What follows belongs to an exercise in optimizing a design on an open flow for small area; a production flow would make more cautious choices.
In this exercise RTL edits were held to simulation tests only and were not proved equivalent to the original.
The flow treats the clock pin as an ideal source, which a real chip does not have.
Power and IR drop assume default switching activity.

## cacheline
module cacheline (
    input clk,
    input reset,
    input os_req,
    input [8-1:0] hitmap,
    input user_req,
    input [32-1:0] addr,
    output reg hit
);
Size in the first run: ~900 cells after synthesis, roughly 280 flip-flops, roughly 45 I/O pins, roughly 0.013 mm² of cells after synthesis.
==> flow/config.mk <==
export PLATFORM = sky130hd
export DESIGN_NAME = cacheline
export DESIGN_NICKNAME = cacheline
export VERILOG_FILES = /design/flow/design.v
export SDC_FILE = /design/flow/constraint.sdc
export NUM_CORES = 4
export LEC_CHECK = 0
export CAP_MARGIN = 20
export CORE_MARGIN = 2
export CORE_UTILIZATION = 40
export SLEW_MARGIN = 20
==> flow/constraint.sdc <==
create_clock -name core_clock -period 5.0 [get_ports {clk}]
set_input_delay 1.0000 -clock core_clock [delete_from_list [all_inputs] [get_ports {clk}]]
set_output_delay 1.0000 -clock core_clock [all_outputs]
set_load 0.01 [all_outputs]
run.sh (not shown) runs the stock make flow with config.mk's settings and CLKGATE_MAP_FILE= SYNTH_SCRIPT=/design/flow/synth_recipe.tcl, a recipe that flattens the netlist after the stock synthesis.
Next try:
Settings changed: CTS_BUF_LIST set to sky130_fd_sc_hd__clkbuf_4, GPL_TIMING_DRIVEN set to 0.
=> Power went down by 2.4%. Utilization went down by 1.1 points. Sequential power barely changes. Combinational power barely changes. Maximum frequency went down by 6.8%. Synthesized area is unchanged. Synthesized cell count is unchanged.

---

== pine ==
Another version of the RTL of cacheline (not shown whole).
Size in the first run: about 760 cells after synthesis, about 280 flip-flops, ~12000 um^2 of cells after synthesis.
export LEC_CHECK = 0
export CAP_MARGIN = 20
export CORE_MARGIN = 2
export CORE_UTILIZATION = 40
export GPL_TIMING_DRIVEN = 0
export SLEW_MARGIN = 20
export SYNTH_HIERARCHICAL = 1
create_clock -name core_clock -period 5.0 [get_ports {clk}]
standard.sh (not shown) runs the stock make flow with config.mk's settings and CLKGATE_MAP_FILE= SYNTH_SCRIPT=/design/flow/synth_recipe.tcl, a recipe that flattens the netlist after the stock synthesis.
==> flow/flow/run.sh <==
#!/bin/bash
# Layout flow: the standard synthesis (standard.sh synth, unchanged), then
# the standard layout steps with these changes:
#  - ports are buffered with a small buffer instead of the resizer's default
#    pick (a slow delay cell);
#  - clock-tree synthesis uses clusters of clkbuf_16 leaves and no dummy
#    balancing loads;
#  - the largest plain buffers are kept out of the post-synthesis repair steps.
# Each ORFS step writes its full log under orfs/logs/; make's own output goes
# to synth.log and layout.log in this folder.
set -euo pipefail
PORT_BUF=sky130_fd_sc_hd__buf_1
CTS="-sink_clustering_enable -repair_clock_nets -dont_use_dummy_load -buf_list {sky130_fd_sc_hd__clkbuf_16} -sink_clustering_size 30 -sink_clustering_max_diameter 100"
PLATFORM_DONT_USE="sky130_fd_sc_hd__probe_p_8 sky130_fd_sc_hd__probec_p_8 sky130_fd_sc_hd__lpflow_bleeder_1 sky130_fd_sc_hd__lpflow_clkbufkapwr_1 sky130_fd_sc_hd__lpflow_clkbufkapwr_16 sky130_fd_sc_hd__lpflow_clkbufkapwr_2 sky130_fd_sc_hd__lpflow_clkbufkapwr_4 sky130_fd_sc_hd__lpflow_clkbufkapwr_8 sky130_fd_sc_hd__lpflow_clkinvkapwr_1 sky130_fd_sc_hd__lpflow_clkinvkapwr_16 sky130_fd_sc_hd__lpflow_clkinvkapwr_2 sky130_fd_sc_hd__lpflow_clkinvkapwr_4 sky130_fd_sc_hd__lpflow_clkinvkapwr_8 sky130_fd_sc_hd__lpflow_decapkapwr_12 sky130_fd_sc_hd__lpflow_decapkapwr_3 sky130_fd_sc_hd__lpflow_decapkapwr_4 sky130_fd_sc_hd__lpflow_decapkapwr_6 sky130_fd_sc_hd__lpflow_decapkapwr_8 sky130_fd_sc_hd__lpflow_inputiso0n_1 sky130_fd_sc_hd__lpflow_inputiso0p_1 sky130_fd_sc_hd__lpflow_inputiso1n_1 sky130_fd_sc_hd__lpflow_inputiso1p_1 sky130_fd_sc_hd__lpflow_inputisolatch_1 sky130_fd_sc_hd__lpflow_isobufsrc_1 sky130_fd_sc_hd__lpflow_isobufsrc_16 sky130_fd_sc_hd__lpflow_isobufsrc_2 sky130_fd_sc_hd__lpflow_isobufsrc_4 sky130_fd_sc_hd__lpflow_isobufsrc_8 sky130_fd_sc_hd__lpflow_isobufsrckapwr_16 sky130_fd_sc_hd__lpflow_lsbuf_lh_hl_isowell_tap_1 sky130_fd_sc_hd__lpflow_lsbuf_lh_hl_isowell_tap_2 sky130_fd_sc_hd__lpflow_lsbuf_lh_hl_isowell_tap_4 sky130_fd_sc_hd__lpflow_lsbuf_lh_isowell_4 sky130_fd_sc_hd__lpflow_lsbuf_lh_isowell_tap_1 sky130_fd_sc_hd__lpflow_lsbuf_lh_isowell_tap_2 sky130_fd_sc_hd__lpflow_lsbuf_lh_isowell_tap_4"
EXTRA_DONT_USE=""
bash standard.sh synth > synth.log 2>&1
bash standard.sh "BUFFER_PORTS_ARGS=-buffer_cell $PORT_BUF" "CTS_ARGS=$CTS" "DONT_USE_CELLS=$PLATFORM_DONT_USE $EXTRA_DONT_USE" finish > layout.log 2>&1
Setup changes, pine to cedar
diff --git a/flow/flow/run.sh b/flow/flow/run.sh
--- a/flow/flow/run.sh
+++ b/flow/flow/run.sh
@@ -11,7 +11,7 @@
 set -euo pipefail
 PORT_BUF=sky130_fd_sc_hd__buf_1
-CTS="-sink_clustering_enable -repair_clock_nets -dont_use_dummy_load -buf_list {sky130_fd_sc_hd__clkbuf_16} -sink_clustering_size 30 -sink_clustering_max_diameter 100"
+CTS="-sink_clustering_enable -repair_clock_nets -dont_use_dummy_load -buf_list {sky130_fd_sc_hd__clkbuf_16} -sink_clustering_size 25 -sink_clustering_max_diameter 100"
 PLATFORM_DONT_USE="sky130_fd_sc_hd__probe_p_8 sky130_fd_sc_hd__probec_p_8 sky130_fd_sc_hd__lpflow_bleeder_1 sky130_fd_sc_hd__lpflow_clkbufkapwr_1 sky130_fd_sc_hd__lpflow_clkbufkapwr_16 sky130_fd_sc_hd__lpflow_clkbufkapwr_2 sky130_fd_sc_hd__lpflow_clkbufkapwr_4 sky130_fd_sc_hd__lpflow_clkbufkapwr_8 sky130_fd_sc_hd__lpflow_clkinvkapwr_1 sky130_fd_sc_hd__lpflow_clkinvkapwr_16 sky130_fd_sc_hd__lpflow_clkinvkapwr_2 sky130_fd_sc_hd__lpflow_clkinvkapwr_4 sky130_fd_sc_hd__lpflow_clkinvkapwr_8 sky130_fd_sc_hd__lpflow_decapkapwr_12 sky130_fd_sc_hd__lpflow_decapkapwr_3 sky130_fd_sc_hd__lpflow_decapkapwr_4 sky130_fd_sc_hd__lpflow_decapkapwr_6 sky130_fd_sc_hd__lpflow_decapkapwr_8 sky130_fd_sc_hd__lpflow_inputiso0n_1 sky130_fd_sc_hd__lpflow_inputiso0p_1 sky130_fd_sc_hd__lpflow_inputiso1n_1 sky130_fd_sc_hd__lpflow_inputiso1p_1 sky130_fd_sc_hd__lpflow_inputisolatch_1 sky130_fd_sc_hd__lpflow_isobufsrc_1 sky130_fd_sc_hd__lpflow_isobufsrc_16 sky130_fd_sc_hd__lpflow_isobufsrc_2 sky130_fd_sc_hd__lpflow_isobufsrc_4 sky130_fd_sc_hd__lpflow_isobufsrc_8 sky130_fd_sc_hd__lpflow_isobufsrckapwr_16 sky130_fd_sc_hd__lpflow_lsbuf_lh_hl_isowell_tap_1 sky130_fd_sc_hd__lpflow_lsbuf_lh_hl_isowell_tap_2 sky130_fd_sc_hd__lpflow_lsbuf_lh_hl_isowell_tap_4 sky130_fd_sc_hd__lpflow_lsbuf_lh_isowell_4 sky130_fd_sc_hd__lpflow_lsbuf_lh_isowell_tap_1 sky130_fd_sc_hd__lpflow_lsbuf_lh_isowell_tap_2 sky130_fd_sc_hd__lpflow_lsbuf_lh_isowell_tap_4"
-EXTRA_DONT_USE=""
+EXTRA_DONT_USE="sky130_fd_sc_hd__buf_8 sky130_fd_sc_hd__buf_12 sky130_fd_sc_hd__buf_16 sky130_fd_sc_hd__bufbuf_8 sky130_fd_sc_hd__bufbuf_16 sky130_fd_sc_hd__buf_6"
 bash standard.sh synth > synth.log 2>&1
 bash standard.sh "BUFFER_PORTS_ARGS=-buffer_cell $PORT_BUF" "CTS_ARGS=$CTS" "DONT_USE_CELLS=$PLATFORM_DONT_USE $EXTRA_DONT_USE" finish > layout.log 2>&1
## What came out
Between pine and cedar, the difference in post-route non-filler standard cell count is negligible. DRC violation total after the first TritonRoute iteration | cedar below pine. Setup slack was higher in pine than in cedar. When cedar is set beside pine, its relative area change from synthesis to final layout turns out to be 0.93 points smaller. Changes observed in cedar relative to pine: number of inverters outside the clock class in the layout saw little to no change, global-route wire length before repair saw little to no change, final-layout clock buffer total saw an increase. When cedar is set beside pine, its share of the clock period used by the worst path after layout turns out to be 2.5 points larger. [compare] base=pine new=cedar: multi-input gate share of the layout cell area higher, final total power rose by 1.9%, required arrival time at the worst endpoint went down.

---

xenon:
Another version of the RTL of cacheline (not shown whole).
Size: roughly 760 cells after synthesis, about 280 flip-flops.
==> flow/design.v (excerpt) <==
module cacheline (
    input clk,
    input reset,
    input os_req,
    input [8-1:0] hitmap,
    input user_req,
    input [32-1:0] addr,
    output reg hit
);
Settings: LEC_CHECK=0, CAP_MARGIN=5, CORE_MARGIN=2, CORE_UTILIZATION=65, GPL_TIMING_DRIVEN=0, PLACE_DENSITY=0.8, SLEW_MARGIN=5, SYNTH_HIERARCHICAL=1; clock period 5.0 ns.
==> flow/flow/run.sh <==
#!/bin/bash
# Layout flow: the standard synthesis (standard.sh synth, unchanged), then
# the standard layout steps with these changes:
#  - ports are buffered with a small buffer instead of the resizer's default
#    pick (a slow delay cell);
#  - clock-tree synthesis uses clusters of clkbuf_16 leaves and no dummy
#    balancing loads;
#  - the largest plain buffers are kept out of the post-synthesis repair steps;
#  - after the placement-stage repair, cells are sized down where timing has
#    slack (flow/recover.tcl).
# Each ORFS step writes its full log under orfs/logs/; make's own output goes
# to synth.log and layout.log in this folder.
set -euo pipefail
PORT_BUF=sky130_fd_sc_hd__buf_1
CTS="-sink_clustering_enable -repair_clock_nets -dont_use_dummy_load -buf_list {sky130_fd_sc_hd__clkbuf_16} -sink_clustering_size 30 -sink_clustering_max_diameter 100"
PLATFORM_DONT_USE="sky130_fd_sc_hd__probe_p_8 sky130_fd_sc_hd__probec_p_8 sky130_fd_sc_hd__lpflow_bleeder_1 sky130_fd_sc_hd__lpflow_clkbufkapwr_1 sky130_fd_sc_hd__lpflow_clkbufkapwr_16 sky130_fd_sc_hd__lpflow_clkbufkapwr_2 sky130_fd_sc_hd__lpflow_clkbufkapwr_4 sky130_fd_sc_hd__lpflow_clkbufkapwr_8 sky130_fd_sc_hd__lpflow_clkinvkapwr_1 sky130_fd_sc_hd__lpflow_clkinvkapwr_16 sky130_fd_sc_hd__lpflow_clkinvkapwr_2 sky130_fd_sc_hd__lpflow_clkinvkapwr_4 sky130_fd_sc_hd__lpflow_clkinvkapwr_8 sky130_fd_sc_hd__lpflow_decapkapwr_12 sky130_fd_sc_hd__lpflow_decapkapwr_3 sky130_fd_sc_hd__lpflow_decapkapwr_4 sky130_fd_sc_hd__lpflow_decapkapwr_6 sky130_fd_sc_hd__lpflow_decapkapwr_8 sky130_fd_sc_hd__lpflow_inputiso0n_1 sky130_fd_sc_hd__lpflow_inputiso0p_1 sky130_fd_sc_hd__lpflow_inputiso1n_1 sky130_fd_sc_hd__lpflow_inputiso1p_1 sky130_fd_sc_hd__lpflow_inputisolatch_1 sky130_fd_sc_hd__lpflow_isobufsrc_1 sky130_fd_sc_hd__lpflow_isobufsrc_16 sky130_fd_sc_hd__lpflow_isobufsrc_2 sky130_fd_sc_hd__lpflow_isobufsrc_4 sky130_fd_sc_hd__lpflow_isobufsrc_8 sky130_fd_sc_hd__lpflow_isobufsrckapwr_16 sky130_fd_sc_hd__lpflow_lsbuf_lh_hl_isowell_tap_1 sky130_fd_sc_hd__lpflow_lsbuf_lh_hl_isowell_tap_2 sky130_fd_sc_hd__lpflow_lsbuf_lh_hl_isowell_tap_4 sky130_fd_sc_hd__lpflow_lsbuf_lh_isowell_4 sky130_fd_sc_hd__lpflow_lsbuf_lh_isowell_tap_1 sky130_fd_sc_hd__lpflow_lsbuf_lh_isowell_tap_2 sky130_fd_sc_hd__lpflow_lsbuf_lh_isowell_tap_4"
EXTRA_DONT_USE="sky130_fd_sc_hd__buf_8 sky130_fd_sc_hd__buf_12 sky130_fd_sc_hd__buf_16 sky130_fd_sc_hd__bufbuf_8 sky130_fd_sc_hd__bufbuf_16 sky130_fd_sc_hd__buf_6"
bash standard.sh synth > synth.log 2>&1
bash standard.sh "POST_RESIZE_TCL=$(pwd)/flow/recover.tcl" "BUFFER_PORTS_ARGS=-buffer_cell $PORT_BUF" "CTS_ARGS=$CTS" "DONT_USE_CELLS=$PLATFORM_DONT_USE $EXTRA_DONT_USE" finish > layout.log 2>&1
Other scripts of this flow, unchanged in this note and not shown: flow/flow/recover.tcl
> inputs changed (xenon -> raven)
# xenon
export LEC_CHECK = 0
export CAP_MARGIN = 5
export CORE_MARGIN = 2
export CORE_UTILIZATION = 65
export GPL_TIMING_DRIVEN = 0
export PLACE_DENSITY = 0.8
export SLEW_MARGIN = 5
export SYNTH_HIERARCHICAL = 1
create_clock -name core_clock -period 5.0 [get_ports {clk}]
# raven
export LEC_CHECK = 0
export CAP_MARGIN = 5
export CORE_MARGIN = 2
export CORE_UTILIZATION = 65
export GPL_TIMING_DRIVEN = 1
export PLACE_DENSITY = 0.8
export SLEW_MARGIN = 5
export SYNTH_HIERARCHICAL = 1
create_clock -name core_clock -period 5.0 [get_ports {clk}]
-- flow/flow/run.sh --
<<< xenon, line 6
#  - clock-tree synthesis uses clusters of clkbuf_16 leaves and no dummy
>>> raven, line 6
#  - clock-tree synthesis uses clusters of clkbuf_16 leaves under a tree of smaller clock buffers and no dummy
<<< xenon, line 15
CTS="-sink_clustering_enable -repair_clock_nets -dont_use_dummy_load -buf_list {sky130_fd_sc_hd__clkbuf_16} -sink_clustering_size 30 -sink_clustering_max_diameter 100"
>>> raven, line 15
CTS="-sink_clustering_enable -repair_clock_nets -dont_use_dummy_load -buf_list {sky130_fd_sc_hd__clkbuf_4 sky130_fd_sc_hd__clkbuf_8} -root_buf sky130_fd_sc_hd__clkbuf_8 -sink_clustering_buffer sky130_fd_sc_hd__clkbuf_16 -sink_clustering_size 30 -sink_clustering_max_diameter 100"
Findings:
Timing, DRC, antenna: 0 failures across raven and xenon. raven against xenon: ratio of cells with drive above 1 in the final layout fell 0.32 points; final critical delay including setup and external delays fell 0.26 ns. Higher clock network power share goes to xenon over raven. Top fanout value on the critical path: raven vs xenon down 2. raven reports its slowest stage cell on the critical path as sky130_fd_sc_hd__a21oi_2 while xenon reports sky130_fd_sc_hd__or4_1. Comparing xenon against raven, there is no change at all in cell count after synthesis.
## Diff of input files: pepper against raven
# raven
export LEC_CHECK = 0
export CAP_MARGIN = 5
export CORE_MARGIN = 2
export CORE_UTILIZATION = 65
export GPL_TIMING_DRIVEN = 1
export PLACE_DENSITY = 0.8
export SLEW_MARGIN = 5
export SYNTH_HIERARCHICAL = 1
create_clock -name core_clock -period 5.0 [get_ports {clk}]
# pepper
export LEC_CHECK = 0
export CAP_MARGIN = 5
export CORE_MARGIN = 2
export CORE_UTILIZATION = 65
export GPL_TIMING_DRIVEN = 0
export PLACE_DENSITY = 0.8
export SLEW_MARGIN = 5
export SYNTH_HIERARCHICAL = 1
create_clock -name core_clock -period 5.0 [get_ports {clk}]
-- flow/flow/run.sh --
<<< raven, line 10
#    slack (flow/recover.tcl).
>>> pepper, line 10
#    slack (flow/recover.tcl), and again after clock-tree synthesis
#    (flow/recover_cts.tcl).
<<< raven, line 19
bash standard.sh "POST_RESIZE_TCL=$(pwd)/flow/recover.tcl" "BUFFER_PORTS_ARGS=-buffer_cell $PORT_BUF" "CTS_ARGS=$CTS" "DONT_USE_CELLS=$PLATFORM_DONT_USE $EXTRA_DONT_USE" finish > layout.log 2>&1
>>> pepper, line 20
bash standard.sh "POST_RESIZE_TCL=$(pwd)/flow/recover.tcl" "POST_CTS_TCL=$(pwd)/flow/recover_cts.tcl" "BUFFER_PORTS_ARGS=-buffer_cell $PORT_BUF" "CTS_ARGS=$CTS" "DONT_USE_CELLS=$PLATFORM_DONT_USE $EXTRA_DONT_USE" finish > layout.log 2>&1
==> flow/flow/recover_cts.tcl (new file) <==
# After clock-tree synthesis and its repair: size cells down wherever timing
# still has slack, then legalize.
log_cmd estimate_parasitics -placement
log_cmd repair_timing -recover_power 100 -setup_margin 0.05 -verbose
log_cmd detailed_placement
==> results.txt <==
Changes observed in pepper relative to raven: minimum period implied by the final worst setup slack increased 0.30 ns; utilization fell 1.1 points; maximum frequency shrank by 6.5%; total power saw a decrease; pin count of the biggest net entering global routing rose 1.
Delta (pepper minus raven): sequential cell count has remained practically unchanged; worst endpoint data arrival time climbed 0.27 ns; path length in cells of the critical path shows a reduction of 1; global-route usage went down; via count decreased 237.
The inputs of delta differ from those of pepper as listed below.
-- flow/flow/run.sh --
<<< pepper, line 10
#    slack (flow/recover.tcl), and again after clock-tree synthesis
#    (flow/recover_cts.tcl).
>>> delta, line 10
#    slack (flow/recover.tcl).
<<< pepper, line 16
CTS="-sink_clustering_enable -repair_clock_nets -dont_use_dummy_load -buf_list {sky130_fd_sc_hd__clkbuf_4 sky130_fd_sc_hd__clkbuf_8} -root_buf sky130_fd_sc_hd__clkbuf_8 -sink_clustering_buffer sky130_fd_sc_hd__clkbuf_16 -sink_clustering_size 30 -sink_clustering_max_diameter 100"
>>> delta, line 15
CTS="-sink_clustering_enable -repair_clock_nets -dont_use_dummy_load -buf_list {sky130_fd_sc_hd__clkbuf_4 sky130_fd_sc_hd__clkbuf_8} -root_buf sky130_fd_sc_hd__clkbuf_8 -sink_clustering_buffer sky130_fd_sc_hd__clkbuf_16 -sink_clustering_size 33 -sink_clustering_max_diameter 100"
<<< pepper, line 20
bash standard.sh "POST_RESIZE_TCL=$(pwd)/flow/recover.tcl" "POST_CTS_TCL=$(pwd)/flow/recover_cts.tcl" "BUFFER_PORTS_ARGS=-buffer_cell $PORT_BUF" "CTS_ARGS=$CTS" "DONT_USE_CELLS=$PLATFORM_DONT_USE $EXTRA_DONT_USE" finish > layout.log 2>&1
>>> delta, line 19
bash standard.sh "POST_RESIZE_TCL=$(pwd)/flow/recover.tcl" "BUFFER_PORTS_ARGS=-buffer_cell $PORT_BUF" "CTS_ARGS=$CTS" "DONT_USE_CELLS=$PLATFORM_DONT_USE $EXTRA_DONT_USE" finish > layout.log 2>&1
removed: flow/flow/recover_cts.tcl
### Flow results
Delta (delta minus pepper): number of clock buffer instances in the layout now smaller; via count of the first global-routing pass now smaller. delta improves on pepper in post-detailed-routing wire length.

[separate check: timing with driven ports]
In the flow no input, the clock included, has a driving cell. The finished layouts below were timed again as built, in two steps.
Step 1: set_driving_cell puts a clkbuf_16 on clk and a buf_2 on each other input, an assumption about the parent block.
Step 2 moves the port delays by t, midway between the first and last clock arrival at a register: inputs arrive t later, outputs are due t later. That takes back most of the time a late clock gives input paths.
Slacks: no drivers / after step 1 / after step 2; pairs: no drivers / after step 1.
run	shift t [ns]	setup slack, ns	latest minus earliest clock arrival (ns)	slew at the worst register clock pin (ns)	pins driven straight from the clock port
the first run of note 1	0.599	0.668 / 0.695 / 0.097	0.020 / 0.019	0.06 / 0.06	1
the second run of note 1	0.738	0.352 / 0.371 / -0.367	0.040 / 0.041	0.07 / 0.07	1
pine	0.515	1.032 / 1.046 / 0.531	0.034 / 0.034	0.11 / 0.11	1
cedar	0.515	0.909 / 0.932 / 0.417	0.042 / 0.042	0.10 / 0.10	1
xenon	0.499	0.419 / 0.436 / -0.063	0.054 / 0.054	0.11 / 0.11	1
raven	0.558	0.681 / 0.695 / 0.137	0.028 / 0.029	0.11 / 0.11	1
pepper	0.532	0.383 / 0.395 / -0.137	0.062 / 0.062	0.11 / 0.11	1
delta	0.541	0.351 / 0.369 / -0.172	0.064 / 0.064	0.12 / 0.12	1
With both steps, setup timing fails in the second run of note 1, xenon, pepper and delta, where it was met with ideal ports. For the second run of note 1, which loses most, drivers alone change the setup slack by +0.019 ns; drivers and shift together by -0.719 ns.
